From an optimization exercise on the open Yosys and OpenROAD flow, aimed at small area and a short achievable clock period; shortcuts taken in it are not production practice.
Only simulation tests tie the RTL to the original design; equivalence was not proved.
Power is estimated from default activity; no workload was simulated.

==> flow/design.v (outline; a module is shown in full before it is edited, if it fits) <==
// module DECODER: 12 lines
// module MUL_UNIT: 306 lines
// module DIV_UNIT: 428 lines
// module LOGIC_UNIT: 12 lines
// module CMP_UNIT: 11 lines
// module SHIFT_UNIT: 14 lines
// module ALU_Top: 77 lines
module ALU_Top #(parameter width = 16 ,
                   Arith_width = width + width ,
                   Logic_width = width,
                   CMP_width   = width,
                   Shift_width = width)(
input wire [width-1:0] A,
input wire [width-1:0] B,
input wire CLK,
input wire RST,
input wire [3:0] ALU_FUN,
output reg  [Arith_width-1:0]  Arith_OUT,
output reg                     Carry_OUT,
output reg                     Arith_Flag,
output reg  [Logic_width-1:0]  Logic_OUT,
output reg                     Logic_Flag,
output reg  [CMP_width-1:0]    CMP_OUT,
output reg                     CMP_Flag,
output reg  [Shift_width-1:0]  Shift_OUT,
output reg                     Shift_Flag
);
  // ...
==> flow/run.sh <==
#!/bin/bash
# synth_recipe.tcl (not shown) runs the flow's synth.tcl, then flattens the netlist and writes it again
# the make line also repeats each setting of config.mk as NAME=value (left out here)
make -C /OpenROAD-flow-scripts/flow DESIGN_CONFIG=/design/flow/config.mk WORK_HOME=/design/flow/orfs CLKGATE_MAP_FILE= SYNTH_SCRIPT=/design/flow/synth_recipe.tcl finish
==> flow/config.mk <==
export PLATFORM = sky130hd
export DESIGN_NAME = ALU_Top
export DESIGN_NICKNAME = ALU_Top
export VERILOG_FILES = /design/flow/design.v
export SDC_FILE = /design/flow/constraint.sdc
export NUM_CORES = 4
export LEC_CHECK = 0
export ABC_AREA = 1
export CAP_MARGIN = 20
export CORE_MARGIN = 2
export CORE_UTILIZATION = 70
export PLACE_DENSITY = 0.8
export SLEW_MARGIN = 20
==> flow/constraint.sdc <==
create_clock -name core_clock -period 95.0 [get_ports {CLK}]
set_input_delay 19.0000 -clock core_clock [delete_from_list [all_inputs] [get_ports {CLK}]]
set_output_delay 19.0000 -clock core_clock [all_outputs]
set_load 0.01 [all_outputs]
==> key figures, run 1 <==
Floorplanning
  – # IOs: about 120
  – Die H: about 170 µm
  – Die area: about 30000 µm²
  – Initial Utilization: 70.7%

Worst setup path
  – CP startpoint kind: input port
  – Signal arrival time at the worst endpoint: between 30 and 40 ns
  – Crit. End Element: flop
  – R2r worst-path depth: 2

Power and ir drop
  – Combinational power: 342 µW
  – Sw frac: between 50 and 60%
  – Power Density: around 20 nW/µm²
  – Reg power frac: 8.4%
  – Clock network power: between 30 and 40 µW

Drt
  – Max Used Layer: met4
  – Final antenna-violating net count: 0

Finish
  – Largest registers: Arith_OUT: 32 flops, Logic_OUT: 16 flops, Shift_OUT: 16 flops
  – Commonest cells after routing, fill and taps aside: nand2_1, inv_1, nand3_1, nor2_1, xor2_1
  – Share of cells above drive strength 1: 12.4%
  – Commonest non-fill, non-tap cell in the layout: nand2_1
  – Num sequential: 71
  – Layout clock area frac: 1.44%
  – Largest register by flop count: Arith_OUT

Synth
  – Proportion of synthesized area in mux cells: 0%
  – Post-synth top area share: ~13%
  – Post-synthesis cell area: 20200 µm²
  – Area leader, netlist: nand2_1
  – Largest cells by area after synthesis: nand2_1, fa_1, dfrtp_1, nand3_1, inv_1
  – Post-synthesis compound-gate area fraction: between 10% and 20%
  – YS warnings: 1
  – Post-Synth Simple-Gate Area: about two fifths

Global routing
  – Initial antenna violation count: 0
  – Met1 Resource Use GR: roughly 57%
  – Gr ovfl total: 0
  – GRT Resource Usage Total: between 40% and 50%
  – Largest net degree at the start of global routing: between 70 and 80

Place
  – RD Place Congestion: between 1 and 1.5

CTS
  – # clock sinks: a little over 70
  – Post-CTS sizing: 0
  – H-tree levels: 3
  – CTS tree: done

STA
  – Max Clk Rate: 0.0259 GHz
  – Clock skew: 0 ns

Run status
  – Result of the run: finished clean
==> inputs of run 2 (changes only) <==
==> flow/flow/run.sh (new file) <==
#!/bin/bash
set -euo pipefail
W=$(pwd)
ABC_SCRIPT="$W/flow/abc_map.script"
{
  head -n 1 synth_recipe.tcl
  cat <<EOT
proc abc {args} {
  set i [lsearch -exact \$args -script]
  if {\$i >= 0} { lset args [expr {\$i + 1}] {$ABC_SCRIPT} }
  puts "own flow: abc \$args"
  yosys abc {*}\$args
}
EOT
  tail -n +2 synth_recipe.tcl
} > own_synth.tcl
grep -q '^SYNTH_SCRIPT=\|SYNTH_SCRIPT=' standard.sh
sed "s#SYNTH_SCRIPT=[^ ']*#SYNTH_SCRIPT=$W/own_synth.tcl#" standard.sh > own_standard.sh
grep -q "SYNTH_SCRIPT=$W/own_synth.tcl" own_standard.sh
bash own_standard.sh > own_flow_make.log 2>&1
test -f out/final.def
==> flow/flow/abc_map.script (new file) <==
strash
dch
map -D 18000
topo
stime -c
buffer -c
upsize -c
dnsize -c
==> flow/standard.sh (new file) <==
#!/bin/bash
# synth_recipe.tcl (not shown) runs the flow's synth.tcl, then flattens the netlist and writes it again
# the make line also repeats each setting of config.mk as NAME=value (left out here)
make -C /OpenROAD-flow-scripts/flow DESIGN_CONFIG=/design/flow/config.mk WORK_HOME=/design/flow/orfs CLKGATE_MAP_FILE= SYNTH_SCRIPT=/design/flow/synth_recipe.tcl "${@:-finish}"
--- a/flow/config.mk
+++ b/flow/config.mk
@@ -9,5 +9,4 @@
 export CAP_MARGIN = 20
 export CORE_MARGIN = 2
-export CORE_UTILIZATION = 70
-export PLACE_DENSITY = 0.8
+export CORE_UTILIZATION = 40
 export SLEW_MARGIN = 20
removed: flow/run.sh
==> key figures, run 2 <==
CTS
  – CTS tree: done (unchanged)
  – CTS Buffer Depth: 2 (unchanged)
  – H-tree levels: 3 (unchanged)
  – # clock sinks: 71 (unchanged)
  – # hold bufs at CTS: 0 (unchanged)
  – CTS clk-pin slew, worst paths: 0.06 ns (was 0.07 ns)
  – CTS Buf Count: 9 (unchanged)
  – Post-CTS setup buffers: 0 (unchanged)
  – Post-CTS sizing: 0 (unchanged)
  – Skew-Pair Late Insertion Delay: 0.37 ns (was 0.35 ns)
  – CTS root buffer: clkbuf_16 (unchanged)

Synth
  – Post-synthesis cell area: 16800 µm² (was 20200 µm²)
  – Most frequent cell after synthesis: nor2_1 (was nand2_1)
  – Largest cells by area after synthesis: fa_1, xor2_1, dfrtp_1, ha_1, nor2_1 (was nand2_1, fa_1, dfrtp_1, nand3_1, inv_1)
  – YS warnings: 1 (unchanged)
  – Mapped Cells: 2294 (was 3050)
  – Number of synthesized flops with an enable pin: 0 (unchanged)
  – Post-synth top area share: 13.5% (was 13.4%)
  – #FFs+latches synth: 71 (unchanged)
  – Post-synthesis sequential area ratio: 10.6% (was 8.81%)
  – Synth Area in Adders: 20.7% (was 17.1%)
  – Area leader, netlist: fa_1 (was nand2_1)
  – Post-synth top flop: dfrtp_1 (unchanged)
  – Xor/xnor share of the synthesized area: 16.1% (was 7.56%)
  – Post-Synth Simple-Gate Area: 21.1% (was 39.3%)
  – Proportion of synthesized area in mux cells: 0% (unchanged)
  – Post-synthesis compound-gate area fraction: 19.9% (was 12.9%)
  – Largest family of logic cells by synthesized area: simple AND/OR/NAND/NOR gates (unchanged)
  – Syn Area/Cell: 7.32 µm² (was 6.61 µm²)
  – Synth cell count leaders: nor2_1, nand2_1, xor2_1 (was nand2_1, inv_1, nand3_1)
  – Async set-reset flop share out of synthesis: 100% (unchanged)
  – Number of library cell types mapped by synthesis: 82 (was 71)

Drt
  – Detailed router's first-iteration violation count: 1794 (was 2901)
  – Post-DR vias/cell: 5.69 (was 6.38)
  – WL final: 60700 µm (was 70500 µm)
  – Residual DRC count: 0 (unchanged)
  – Total number of vias: 16.3k (was 22.0k)
  – Pre-antenna DRT Iters: 5 (was 8)
  – Post-DR wirelength/cell: 21.1 µm (was 20.4 µm)
  – Final antenna-violating net count: 0 (unchanged)

Worst setup path
  – Slowest stage cell, crit path: a21boi_2 (was inv_1)
  – Top delay family on crit path: simple AND/OR/NAND/NOR gates (unchanged)
  – CP startpoint kind: input port (unchanged)
  – R2r startpoint: Carry_OUT (unchanged)
  – Worst setup startpoint: B[1] (unchanged)
  – WP buf/inv: 19 (was 15)
  – Crit. End Element: flop (unchanged)
  – R2r worst-path depth: 1 (was 2)
  – Crit-path max cell delay: 0.59 ns (was 0.62 ns)
  – Required @ worst endpoint: 95.26 ns (was 95.21 ns)
  – Critical path depth: 155 (was 144)
  – Worst R2R Setup Slack: 94.36 ns (was 94.34 ns)
  – Signal arrival time at the worst endpoint: 44.51 ns (was 38.88 ns)
  – R2r endpoint: Carry_OUT (unchanged)
  – CP max FO: 22 (was 25)
  – End of the critical path: Carry_OUT (was Arith_OUT[20])
  – Crit path kind: in -> reg (unchanged)
  – Critical path's most frequent cell: nand2_1

STA
  – Worst Max-Slew Pin Slew: 1.07 ns (was 1.14 ns)
  – Final worst path period need: 44.25 ns (was 38.67 ns)
  – Rel. slew slack: 28.6% (was 23.1%)
  – Pins Over Slew Limit: 0 (unchanged)
  – Max Clk Rate: 0.0226 GHz (was 0.0259 GHz)
  – Fin Setup TNS: 0 ns (unchanged)
  – Final Hold Vio Count: 0 (unchanged)
  – RSZ-0062 raised after global routing: false (unchanged)
  – Final setup vio count: 0 (unchanged)
  – Clock skew: 0 ns (unchanged)
  – Final period utilization: 46.6% (was 40.7%)

Worst hold path
  – Worst hold path type: reg -> reg (unchanged)

Power and ir drop
  – Worst VDD drop: 0.0576 mV (was 0.0295 mV)
  – Power Density: 24.7 nW/µm² (was 19.5 nW/µm²)
  – Leak: 0.00816 µW (was 0.0108 µW)
  – Power Total: 452 µW (was 413 µW)

Finish
  – Commonest cells after routing, fill and taps aside: nor2_1, nand2_1, xor2_1, inv_1, a21oi_1 (was nand2_1, inv_1, nand3_1, nor2_1, xor2_1)
  – Largest register by flop count: Arith_OUT (unchanged)
  – Commonest non-fill, non-tap cell in the layout: nor2_1 (was nand2_1)
  – Final net count: 2571 (was 3310)
  – Max reg flops: 32 (unchanged)
  – Largest registers: Arith_OUT: 32 flops, Logic_OUT: 16 flops, Shift_OUT: 16 flops (unchanged)
  – Area of the multi-input gates: 13100 µm² (was 15600 µm²)
  – Share of cells above drive strength 1: 10.3% (was 12.4%)
  – Reg area: 1780 µm² (unchanged)
  – Layout area overhead: 9.09% (was 4.81%)
  – FILL cells: 4298 (was 2329)

Floorplanning
  – Die W: 209 µm (was 174 µm)
  – Initial Utilization: 40.3% (was 70.7%)
  – # IOs: 123 (unchanged)
  – Die area: 43600 µm² (was 30200 µm²)
  – Core area: 41700 µm² (was 28500 µm²)
  – Row count: 75 (was 62)
  – Die H: 209 µm (was 174 µm)

Global routing
  – Vias in the first global route: 15.5k (was 20.9k)
  – Largest net degree at the start of global routing: 72 (unchanged)
  – Gr ovfl total: 0 (unchanged)
  – Initial antenna violation count: 2 (was 0)
  – First-pass GRT wire length: 92500 µm (was 109000 µm)
  – GRT Resource Usage Total: 27.6% (was 45.7%)

Run status
  – Result of the run: finished clean (unchanged)

Place
  – Dpl hpwl: 46500 µm (was 54300 µm)
  – PortBufs: 108 (unchanged)
  – RD Place Congestion: 0.936 (was 1.07)

Job
  – Max cap viols: 0 (unchanged)
## run 2: area by class of cell
| class | instances | share of cell area (%) |
|---|---|---|
| diodes | 2 | 0.0273 |
| well taps | 539 | 3.68 |
| inverters | 268 | 5.57 |
| flip-flops and latches | 71 | 9.70 |
| clock buffers | 13 | 1.53 |
| clock inverters | 3 | 0.260 |
| repair buffers | 147 | 7.46 |
| multi-input cells | 1828 | 71.8 |
## run 2: cell families after synthesis
logic type | Yosys count
AOI/OAI and AO/OA | 531
xor gates and xnor gates | 297
adders and majority gates | 210
buffers and inverters | 408
DFF | 71
other | 1
and+or+nand+nor | 776
## run 2: metal layers
metal  vias to the layer above  share of wire (%)  track usage, %
li1                       7597                  -               -
met1                      7778                 41            36.1
met2                       817                 45            43.9
met3                       152                9.1            5.68
met4                         0                4.7            12.5
met5                         -                  0               0
## run 2: worst min-delay path by stage
stage	slack [ns]	endpoint	startpoint	cells after the start
detailed placement	0.48	Carry_OUT	Carry_OUT	1
global placement	0.47	Carry_OUT	Carry_OUT	1
global route	0.52	Carry_OUT	Carry_OUT	1
CTS	0.49	Carry_OUT	Carry_OUT	1
finish	0.48	Carry_OUT	Carry_OUT	1
floorplan	0.52	Carry_OUT	Carry_OUT	1
## run 2: power by group
part / switching [µW] / internal (µW) / total [µW] / leakage, µW
Combinational: 238 / 140 / 378 / 0.00704
Clock: 15.7 / 23.3 / 39.0 / 0.000162
Sequential: 1.09 / 33.7 / 34.8 / 0.000957
Total: 255 / 197 / 452 / 0.00816
## run 2: through the flow
| stage | area, µm² | utilization [%] | std cells | hold slack [ns] | setup WS, ns |
|---|---|---|---|---|---|
| after CTS | 18300 | 43.9 | 2869 | 0.493 | 50.79 |
| after global placement | 18000 | 43.1 | 2853 | 0.471 | 51.23 |
| after detailed placement | 18000 | 43.1 | 2853 | 0.481 | 50.47 |
| after floorplan | 16800 | - | 2307 | 0.518 | 55.62 |
| after global routing | 18300 | 43.9 | 2870 | 0.519 | 48.07 |
| final | 18300 | 43.9 | 2871 | 0.484 | 50.75 |
==> module LOGIC_UNIT, before the edit <==
module LOGIC_UNIT(
input  wire [15:0] A,
input  wire [15:0] B,
input  wire [1:0]  ALU_FUN,
input  wire        En,
output wire [15:0] Y
);
wire v0 = En &  ALU_FUN[1];                 
wire v1 = En & (ALU_FUN[0] ^ ALU_FUN[1]);   
wire v2 = En & ~ALU_FUN[1];                 
assign Y = (A & B & {16{v2}}) | (~A & ~B & {16{v0}}) | ((A ^ B) & {16{v1}});
endmodule
==> module ALU_Top, before the edit <==
module ALU_Top #(parameter width = 16 ,
                   Arith_width = width + width ,
                   Logic_width = width,
                   CMP_width   = width,
                   Shift_width = width)(
input wire [width-1:0] A,
input wire [width-1:0] B,
input wire CLK,
input wire RST,
input wire [3:0] ALU_FUN,
output reg  [Arith_width-1:0]  Arith_OUT,
output reg                     Carry_OUT,
output reg                     Arith_Flag,
output reg  [Logic_width-1:0]  Logic_OUT,
output reg                     Logic_Flag,
output reg  [CMP_width-1:0]    CMP_OUT,
output reg                     CMP_Flag,
output reg  [Shift_width-1:0]  Shift_OUT,
output reg                     Shift_Flag
);
wire Arith_Enable, Logic_Enable, CMP_Enable, Shift_Enable;
DECODER u_decoder(
.ALU_FUN(ALU_FUN[3:2]),
.Arith_Enable(Arith_Enable),
.Logic_Enable(Logic_Enable),
.CMP_Enable(CMP_Enable),
.Shift_Enable(Shift_Enable)
);
wire        sub = ALU_FUN[0] | ALU_FUN[3];
wire [15:0] bx  = B ^ {16{sub}};
wire [16:0] s16 = {1'b0, A} + {1'b0, bx} + {16'b0, sub};
wire        c16 = s16[16];                   
wire        sgn = A[15] ^ bx[15] ^ c16;      
wire        eq  = &(A ~^ B);
wire [31:0] prod;
wire [16:0] quot;
MUL_UNIT u_mul(.A(A), .B(B), .P(prod));
DIV_UNIT u_div(.A(A), .B(B), .Q(quot));
reg [32:0] arith;
always @(*) begin
  case (ALU_FUN[1:0])
    2'b00, 2'b01: arith = {{16{sgn}}, sgn, s16[15:0]};
    2'b10:        arith = {prod[31], prod};
    default:      arith = {{16{quot[16]}}, quot};
  endcase
end
wire [15:0] logic_res;
LOGIC_UNIT u_logic(.A(A), .B(B), .ALU_FUN(ALU_FUN[1:0]), .En(Logic_Enable), .Y(logic_res));
wire [1:0] cmp_res;
CMP_UNIT u_cmp(.ALU_FUN(ALU_FUN[1:0]), .eq(eq), .ge(c16), .Y(cmp_res));
wire [15:0] shift_res;
SHIFT_UNIT u_shift(.A(A), .B(B), .ALU_FUN(ALU_FUN[1:0]), .En(Shift_Enable), .Y(shift_res));
always @(posedge CLK, negedge RST) begin
  if (!RST) begin
    Arith_OUT  <= 32'b0;
    Carry_OUT  <= 1'b0;
    Arith_Flag <= 1'b0;
    Logic_OUT  <= 16'b0;
    Logic_Flag <= 1'b0;
    CMP_OUT    <= 16'b0;
    CMP_Flag   <= 1'b0;
    Shift_OUT  <= 16'b0;
    Shift_Flag <= 1'b0;
  end else begin
    Arith_OUT  <= arith[31:0] & {32{Arith_Enable}};
    if (Arith_Enable)
      Carry_OUT <= arith[32];
    Arith_Flag <= Arith_Enable;
    Logic_OUT  <= logic_res;
    Logic_Flag <= Logic_Enable;
    CMP_OUT    <= {14'b0, cmp_res & {2{CMP_Enable}}};
    CMP_Flag   <= CMP_Enable;
    Shift_OUT  <= shift_res;
    Shift_Flag <= Shift_Enable;
  end
end
endmodule
==> inputs of run 3 (changes only) <==
--- a/flow/design.v
+++ b/flow/design.v
@@ -755,5 +755,7 @@
 wire v1 = En & (ALU_FUN[0] ^ ALU_FUN[1]);   
 wire v2 = En & ~ALU_FUN[1];                 
-assign Y = (A & B & {16{v2}}) | (~A & ~B & {16{v0}}) | ((A ^ B) & {16{v1}});
+wire [15:0] both = A & B;
+wire [15:0] any  = A | B;
+assign Y = (both & {16{v2}}) | (~both & any & {16{v1}}) | (~any & {16{v0}});
 endmodule
 module CMP_UNIT(
@@ -812,20 +814,25 @@
 wire        sub = ALU_FUN[0] | ALU_FUN[3];
 wire [15:0] bx  = B ^ {16{sub}};
-wire [16:0] s16 = {1'b0, A} + {1'b0, bx} + {16'b0, sub};
-wire        c16 = s16[16];                   
+wire [15:0] s16;
+wire [16:0] cy;
+assign cy[0] = sub;
+genvar gi;
+generate for (gi = 0; gi < 16; gi = gi + 1) begin : add
+  assign s16[gi]  = A[gi] ^ bx[gi] ^ cy[gi];
+  assign cy[gi+1] = (A[gi] & bx[gi]) | ((A[gi] ^ bx[gi]) & cy[gi]);
+end endgenerate
+wire        c16 = cy[16];                    
 wire        sgn = A[15] ^ bx[15] ^ c16;      
-wire        eq  = &(A ~^ B);
+wire        eq  = ~|s16;                     
 wire [31:0] prod;
 wire [16:0] quot;
 MUL_UNIT u_mul(.A(A), .B(B), .P(prod));
 DIV_UNIT u_div(.A(A), .B(B), .Q(quot));
-reg [32:0] arith;
-always @(*) begin
-  case (ALU_FUN[1:0])
-    2'b00, 2'b01: arith = {{16{sgn}}, sgn, s16[15:0]};
-    2'b10:        arith = {prod[31], prod};
-    default:      arith = {{16{quot[16]}}, quot};
-  endcase
-end
+wire sel_s = Arith_Enable & ~ALU_FUN[1];
+wire sel_m = Arith_Enable &  ALU_FUN[1] & ~ALU_FUN[0];
+wire sel_d = Arith_Enable &  ALU_FUN[1] &  ALU_FUN[0];
+wire [32:0] arith = ({33{sel_s}} & {{16{sgn}}, sgn, s16}) |
+                    ({33{sel_m}} & {prod[31], prod}) |
+                    ({33{sel_d}} & {{16{quot[16]}}, quot});
 wire [15:0] logic_res;
 LOGIC_UNIT u_logic(.A(A), .B(B), .ALU_FUN(ALU_FUN[1:0]), .En(Logic_Enable), .Y(logic_res));
@@ -846,5 +853,5 @@
     Shift_Flag <= 1'b0;
   end else begin
-    Arith_OUT  <= arith[31:0] & {32{Arith_Enable}};
+    Arith_OUT  <= arith[31:0];
     if (Arith_Enable)
       Carry_OUT <= arith[32];
==> flow/flow/abc_map.script (replaced) <==
strash
dch
map -B 0.9
topo
stime -c
buffer -c
dnsize -c
==> key figures, run 3 <==
CTS
  – # clock sinks: 71 (unchanged)
  – Post-CTS setup buffers: 0 (unchanged)
  – Skew-Pair Late Insertion Delay: 0.38 ns (was 0.37 ns)
  – H-tree levels: 3 (unchanged)
  – # hold bufs at CTS: 0 (unchanged)
  – CTS Buffer Depth: 2 (unchanged)
  – CTS Buf Count: 9 (unchanged)
  – CTS tree: done (unchanged)
  – CTS clk-pin slew, worst paths: 0.07 ns (was 0.06 ns)
  – Post-CTS sizing: 0 (unchanged)
  – CTS root buffer: clkbuf_16 (unchanged)

Place
  – RD Place Congestion: 0.980 (was 0.936)
  – Placed cells: 3576 (was 2853)
  – PortBufs: 108 (unchanged)
  – Pre-CTS setup slack: 53.30 ns (was 50.47 ns)
  – Dpl hpwl: 52500 µm (was 46500 µm)

Drt
  – Detailed router's first-iteration violation count: 2066 (was 1794)
  – Final antenna-violating net count: 0 (unchanged)
  – Total number of vias: 20.2k (was 16.3k)
  – Pre-antenna DRT Iters: 7 (was 5)
  – Residual DRC count: 0 (unchanged)
  – Post-DR wirelength/cell: 18.9 µm (was 21.1 µm)
  – Post-DR vias/cell: 5.61 (was 5.69)
  – WL final: 67900 µm (was 60700 µm)

Floorplanning
  – # IOs: 123 (unchanged)
  – Initial Utilization: 40.3% (about the same)
  – Die W: 217 µm (was 209 µm)
  – Row count: 78 (was 75)
  – Die H: 217 µm (was 209 µm)
  – Die area: 47100 µm² (was 43600 µm²)
  – Core area: 45100 µm² (was 41700 µm²)

Power and ir drop
  – Worst VDD drop: 0.0249 mV (was 0.0576 mV)
  – Power Total: 368 µW (was 452 µW)
  – Power Density: 18.5 nW/µm² (was 24.7 nW/µm²)
  – Leak: 0.0105 µW (was 0.00816 µW)

STA
  – Final worst path period need: 41.65 ns (was 44.25 ns)
  – Max Clk Rate: 0.0240 GHz (was 0.0226 GHz)
  – Worst Max-Slew Pin Slew: 1.09 ns (was 1.07 ns)
  – Pins Over Slew Limit: 0 (unchanged)
  – Worst setup slack after layout: 53.35 ns (was 50.75 ns)
  – Final Hold Vio Count: 0 (unchanged)
  – Fin Setup TNS: 0 ns (unchanged)
  – Final setup vio count: 0 (unchanged)
  – Final period utilization: 43.8% (was 46.6%)
  – Clock skew: 0 ns (unchanged)
  – Rel. slew slack: 26.8% (was 28.6%)
  – RSZ-0062 raised after global routing: false (unchanged)

Global routing
  – Gr ovfl total: 0 (unchanged)
  – Vias in the first global route: 18.7k (was 15.5k)
  – GRT Resource Usage Total: 28.3% (was 27.6%)
  – First-pass GRT wire length: 104000 µm (was 92500 µm)
  – Largest net degree at the start of global routing: 64 (was 72)
  – Initial antenna violation count: 1 (was 2)

Finish
  – Max reg flops: 32 (unchanged)
  – Largest registers: Arith_OUT: 32 flops, Logic_OUT: 16 flops, Shift_OUT: 16 flops (unchanged)
  – Final std cells w/o fill: 3596 (was 2871)
  – Commonest cells after routing, fill and taps aside: nand2_1, nand3_1, inv_1, nor2_1, xor2_1 (was nor2_1, nand2_1, xor2_1, inv_1, a21oi_1)
  – Share of cells above drive strength 1: 2.74% (was 10.3%)
  – Largest register by flop count: Arith_OUT (unchanged)
  – Finished Core Util: 44.2% (was 43.9%)
  – Final net count: 3233 (was 2571)
  – Commonest non-fill, non-tap cell in the layout: nand2_1 (was nor2_1)
  – Layout area overhead: 9.69% (was 9.09%)

Synth
  – Largest cells by area after synthesis: nand2_1, fa_1, nand3_1, dfrtp_1, inv_1 (was fa_1, xor2_1, dfrtp_1, ha_1, nor2_1)
  – Post-synthesis sequential area ratio: 9.78% (was 10.6%)
  – Post-synthesis cell area: 18200 µm² (was 16800 µm²)
  – Post-synth top flop: dfrtp_1 (unchanged)
  – Synth cell count leaders: nand2_1, nand3_1, inv_1 (was nor2_1, nand2_1, xor2_1)
  – Number of library cell types mapped by synthesis: 42 (was 82)
  – Post-synth top area share: 18.8% (was 13.5%)
  – Syn Area/Cell: 6.13 µm² (was 7.32 µm²)
  – YS warnings: 1 (unchanged)
  – Number of synthesized flops with an enable pin: 0 (unchanged)
  – Async set-reset flop share out of synthesis: 100% (unchanged)
  – Mapped Cells: 2962 (was 2294)
  – Most frequent cell after synthesis: nand2_1 (was nor2_1)
  – Area leader, netlist: nand2_1 (was fa_1)
  – #FFs+latches synth: 71 (unchanged)

Worst setup path
  – Crit path kind: in -> reg (unchanged)
  – Required @ worst endpoint: 95.26 ns (about the same)
  – Crit-path max cell delay: 0.80 ns (was 0.59 ns)
  – CP max FO: 22 (unchanged)
  – Critical path's most frequent cell: nand2_1 (unchanged)
  – Worst setup startpoint: B[2] (was B[1])
  – CP startpoint kind: input port (unchanged)
  – Crit. End Element: flop (unchanged)
  – R2r startpoint: Carry_OUT (unchanged)
  – Signal arrival time at the worst endpoint: 41.91 ns (was 44.51 ns)
  – Slowest stage cell, crit path: nor2_1 (was a21boi_2)

Worst hold path
  – Hold wc startpoint: Carry_OUT (unchanged)
  – Worst hold path type: reg -> reg (unchanged)

Run status
  – Result of the run: finished clean (unchanged)

Job
  – Max cap viols: 0 (unchanged)
## run 3: changes by cell type in the layout (fill, tap and decap cells not counted), moves of 19 or more
cell / before / now
nand3_1: 76 / 417
o21ai_0: 82 / 104
xor2_1: 228 / 149
nand2_2: 40 / 1
a21oi_1: 169 / 59
inv_1: 224 / 391
inv_2: 21 / 0
nor2_2: 21 / 2
xnor2_1: 55 / 24
o21ai_1: 36 / 1
nand2_1: 266 / 910
nor2_1: 273 / 157
nand4_1: 4 / 108
## run 3: per-stage QoR
stage	cell area [µm²]	hold WS, ns
2_1_floorplan	18200	0.530
3_5_place_dp	19600	0.484
4_1_cts	19900	0.503
6_report	19900	0.500
3_3_place_gp	19600	0.486
5_1_grt	19900	0.534
## run 3: layer usage
metal | track usage (%) | vias up | wire (µm)
met5 | 0 | - | 0
li1 | - | 9642 | -
met2 | 47.5 | 929 | 32000
met4 | 11.2 | 0 | 2620
met1 | 37.1 | 9452 | 28500
met3 | 3.47 | 157 | 4860
## run 3: final timing paths
| kind | endpoint | slack [ns] | cells after the start |
|---|---|---|---|
| worst max register to register | Carry_OUT | 94.37 | 2 |
| worst max-delay path | Arith_OUT[30] | 53.35 | 142 |
| min in group asynchronous | Arith_OUT[19] | 18.43 | 1 |
| worst min-delay path | Carry_OUT | 0.50 | 2 |
| max in group asynchronous | Arith_OUT[0] | 75.50 | 2 |
| worst min register to register | Carry_OUT | 0.50 | 2 |
## run 3: worst max-delay path, delay by kind of cell
kind / cells / cell delay, ns
buffers and inverters: 17 / 2.89
and+or+nand+nor: 112 / 16.86
adders and majority gates: 2 / 0.41
AOI/OAI and AO/OA: 11 / 2.67
## run 3: kinds of logic (layout without fill, tap and decap cells)
family / count (synthesis) / count (layout) / synth area share, %
flops: 71 / 71 / 9.78
buf+inv: 554 / 573 / 12.8
simple gates: 1629 / 1629 / 38.5
fa+ha+maj: 206 / 206 / 19.5
other cells: 1 / 16 / 0.0206
xor+xnor: 176 / 176 / 8.48
compound gates: 325 / 325 / 11.0
## run 3: layout make-up
class | instances | area, µm²
Antenna cell | 2 | 5.00
Clock buffer | 9 | 225
Clock inverter | 7 | 61.3
Fill cell | 4799 | 25200
Inverter | 397 | 1490
Multi-Input combinational cell | 2350 | 14200
Sequential cell | 71 | 1780
Tap cell | 600 | 751
Timing Repair Buffer | 160 | 1460
## run 3: where the power goes
group / switching [µW] / internal (µW) / total, µW
registers: 1.75 / 34.6 / 36.4
logic: 182 / 114 / 296
clock network: 17.7 / 18.2 / 35.9
total: 202 / 166 / 368
==> inputs of run 4 (changes only) <==
==> flow/run.sh (new file) <==
#!/bin/bash
# synth_recipe.tcl (not shown) runs the flow's synth.tcl, then flattens the netlist and writes it again
# the make line also repeats each setting of config.mk as NAME=value (left out here)
make -C /OpenROAD-flow-scripts/flow DESIGN_CONFIG=/design/flow/config.mk WORK_HOME=/design/flow/orfs CLKGATE_MAP_FILE= SYNTH_SCRIPT=/design/flow/synth_recipe.tcl finish
removed: flow/flow/run.sh
removed: flow/flow/abc_map.script
removed: flow/standard.sh
==> key figures, run 4 <==
Run status
  – Result of the run: finished clean (unchanged)

Synth
  – #FFs+latches synth: 71 (unchanged)
  – YS warnings: 1 (unchanged)
  – Number of library cell types mapped by synthesis: 74 (was 42)
  – Async set-reset flop share out of synthesis: 100% (unchanged)
  – Mapped Cells: 2962 (unchanged)
  – Largest cells by area after synthesis: nand2_1, fa_1, dfrtp_1, nand3_1, xor2_1 (was nand2_1, fa_1, nand3_1, dfrtp_1, inv_1)
  – Syn Area/Cell: 6.84 µm² (was 6.13 µm²)
  – Number of synthesized flops with an enable pin: 0 (unchanged)
  – Area leader, netlist: nand2_1 (unchanged)
  – Post-synthesis cell area: 20300 µm² (was 18200 µm²)
  – Synth cell count leaders: nand2_1, nand3_1, inv_1 (unchanged)
  – Post-synth top area share: 13.9% (was 18.8%)
  – Most frequent cell after synthesis: nand2_1 (unchanged)
  – Post-synthesis sequential area ratio: 8.77% (was 9.78%)
  – Post-synth top flop: dfrtp_1 (unchanged)

STA
  – Max Clk Rate: 0.0268 GHz (was 0.0240 GHz)
  – Worst Max-Slew Pin Slew: 1.15 ns (was 1.09 ns)
  – RSZ-0062 raised after global routing: false (unchanged)
  – Final setup vio count: 0 (unchanged)
  – Pins Over Slew Limit: 0 (unchanged)
  – Final Hold Vio Count: 0 (unchanged)
  – Rel. slew slack: 23.2% (was 26.8%)
  – Final period utilization: 39.3% (was 43.8%)
  – Worst setup slack after layout: 57.71 ns (was 53.35 ns)
  – Final hold slack: 0.509 ns (was 0.500 ns)
  – Clock skew: 0 ns (unchanged)
  – Final worst path period need: 37.29 ns (was 41.65 ns)
  – Fin Setup TNS: 0 ns (unchanged)

CTS
  – # hold bufs at CTS: 0 (unchanged)
  – CTS root buffer: clkbuf_16 (unchanged)
  – Post-CTS setup buffers: 0 (unchanged)
  – # clock sinks: 71 (unchanged)
  – CTS tree: done (unchanged)
  – CTS Buffer Depth: 2 (unchanged)
  – H-tree levels: 3 (unchanged)
  – Post-CTS sizing: 0 (unchanged)
  – Skew-Pair Late Insertion Delay: 0.35 ns (was 0.38 ns)
  – CTS clk-pin slew, worst paths: 0.06 ns (was 0.07 ns)
  – CTS Buf Count: 9 (unchanged)

Worst hold path
  – Worst Hold Depth: 2 (unchanged)
  – Hold wc startpoint: Carry_OUT (unchanged)
  – Worst hold path type: reg -> reg (unchanged)

Drt
  – Total number of vias: 20.3k (was 20.2k)
  – Pre-antenna DRT Iters: 6 (was 7)
  – Residual DRC count: 0 (unchanged)
  – Final antenna-violating net count: 0 (unchanged)
  – WL final: 69000 µm (was 67900 µm)
  – Post-DR vias/cell: 5.56 (was 5.61)
  – Detailed router's first-iteration violation count: 1858 (was 2066)
  – Post-DR wirelength/cell: 18.9 µm (about the same)

Worst setup path
  – Required @ worst endpoint: 95.22 ns (was 95.26 ns)
  – CP startpoint kind: input port (unchanged)
  – CP max FO: 22 (unchanged)
  – Signal arrival time at the worst endpoint: 37.51 ns (was 41.91 ns)
  – Worst setup startpoint: B[1] (was B[2])
  – Crit. End Element: flop (unchanged)
  – Critical path's most frequent cell: nand2_1 (unchanged)
  – Crit path kind: in -> reg (unchanged)
  – Crit-path max cell delay: 0.75 ns (was 0.80 ns)
  – Slowest stage cell, crit path: clkinv_1 (was nor2_1)
  – R2r startpoint: Carry_OUT (unchanged)
  – R2r worst-path depth: 2 (unchanged)

Job
  – Max cap viols: 0 (unchanged)

Power and ir drop
  – Power Density: 18.9 nW/µm² (was 18.5 nW/µm²)
  – Worst VDD drop: 0.0272 mV (was 0.0249 mV)
  – Leak: 0.0108 µW (was 0.0105 µW)
  – Power Total: 406 µW (was 368 µW)

Finish
  – Commonest non-fill, non-tap cell in the layout: nand2_1 (unchanged)
  – Max reg flops: 32 (unchanged)
  – Final std cells w/o fill: 3656 (was 3596)
  – Largest register by flop count: Arith_OUT (unchanged)
  – Share of cells above drive strength 1: 14.8% (was 2.74%)
  – Final net count: 3223 (was 3233)
  – # diodes: 0 (was 2)
  – Largest registers: Arith_OUT: 32 flops, Logic_OUT: 16 flops, Shift_OUT: 16 flops (unchanged)
  – Layout area overhead: 6.01% (was 9.69%)
  – Commonest cells after routing, fill and taps aside: nand2_1, nand3_1, inv_1, xor2_1, fa_1 (was nand2_1, nand3_1, inv_1, nor2_1, xor2_1)
  – FILL cells: 5237 (was 4799)

Floorplanning
  – Row count: 82 (was 78)
  – Core area: 50100 µm² (was 45100 µm²)
  – Die W: 229 µm (was 217 µm)
  – # IOs: 123 (unchanged)
  – Die area: 52500 µm² (was 47100 µm²)
  – Initial Utilization: 40.5% (was 40.3%)
  – Die H: 229 µm (was 217 µm)

Place
  – Placed cells: 3640 (was 3576)
  – PortBufs: 108 (unchanged)
  – RD Place Congestion: 0.953 (was 0.980)
  – Dpl hpwl: 53200 µm (was 52500 µm)
  – Pre-CTS setup slack: 57.57 ns (was 53.30 ns)

Global routing
  – Largest net degree at the start of global routing: 59 (was 64)
  – First-pass GRT wire length: 109000 µm (was 104000 µm)
  – Gr ovfl total: 0 (unchanged)
  – Initial antenna violation count: 0 (was 1)
  – GRT Resource Usage Total: 25.9% (was 28.3%)
  – Vias in the first global route: 19.9k (was 18.7k)
==> run 4: through the flow <==
stage / area (µm²) / util, %
floorplan: 20300 / -
global placement: 21200 / 42.3
detailed placement: 21200 / 42.3
CTS: 21500 / 42.9
global route: 21500 / 42.9
finish: 21500 / 42.9
==> run 4: logic make-up after synthesis <==
family	share of synthesized area [%]
AND/OR/NAND/NOR	40.8
buffers and inverters	14.5
AO/OA/AOI/OAI	10.6
adder cells (fa/ha/maj)	17.5
XOR/XNOR	7.83
flip-flops	8.77
other	0.0185
==> run 4: final cells by class <==
class	count	area, µm²	area share [%]
clock inverters	7	77.6	0.361
well taps	672	841	3.91
multi-input cells	2350	15600	72.7
flip-flops and latches	71	1780	8.27
clock buffers	9	225	1.05
repair buffers	150	1380	6.44
inverters	397	1560	7.25
==> run 4: final timing paths <==
path / end / slack (ns)
worst max-delay path: Carry_OUT / 57.71
max in group asynchronous: Logic_OUT[15] / 75.46
worst min-delay path: Carry_OUT / 0.51
worst min register to register: Carry_OUT / 0.51
min in group asynchronous: Logic_OUT[1] / 18.51
worst max register to register: Carry_OUT / 94.35
==> run 4: report_power, final <==
part           leakage, µW  total [µW]  switching, µW  internal [µW]
Sequential        0.000955        37.2           2.56           34.7
Clock             0.000147        35.3           14.7           20.6
Combinational      0.00973         333            207            126
Total               0.0108         406            224            181
==> run 4: layer usage <==
metal | part of all wire, % | track usage [%]
met1 | 42 | 33.1
met4 | 4.1 | 10.6
met3 | 6.9 | 3.52
met2 | 47 | 44.1
met5 | 0 | 0
==> run 4: worst max-delay path: cells and delay by family <==
kind,cells,cell delay [ns]
AO/OA/AOI/OAI,7,1.50
AND/OR/NAND/NOR,120,13.71
buffers and inverters,13,2.67
adder cells (fa/ha/maj),2,0.52

-- what the ideal ports hide --
How much do the figures lean on ideal ports? The routed layouts below were timed once more, with nothing changed but the port constraints. Step 1, drivers: a clkbuf_16 drives CLK and a buf_2 each remaining input, both assumed. Step 2 times the ports against the registers' clock, not the clock port: input delays grow and output delays shrink by t, the midpoint of the rising clock arrivals with the driver on. a / b / c = ideal ports / drivers / drivers and shift; a / b = the first two.
run | shift t [ns] | slack for setup (ns) | worst setup path at the end | clock arrival spread, ns | worst slew at a driven data input, ns
run 1 | 0.396 | 56.326 / 56.320 / 55.924 | input to register | 0.012 / 0.012 | 0.05
run 2 | 0.425 | 50.749 / 50.768 / 50.343 | input to register | 0.032 / 0.032 | 0.08
run 3 | 0.420 | 53.347 / 53.369 / 52.949 | input to register | 0.018 / 0.018 | 0.07
run 4 | 0.403 | 57.710 / 57.733 / 57.330 | input to register | 0.018 / 0.018 | 0.06
After both steps every run listed still meets setup and hold. For run 2, which loses most, drivers alone change the setup slack by +0.019 ns; drivers and shift together by -0.406 ns.
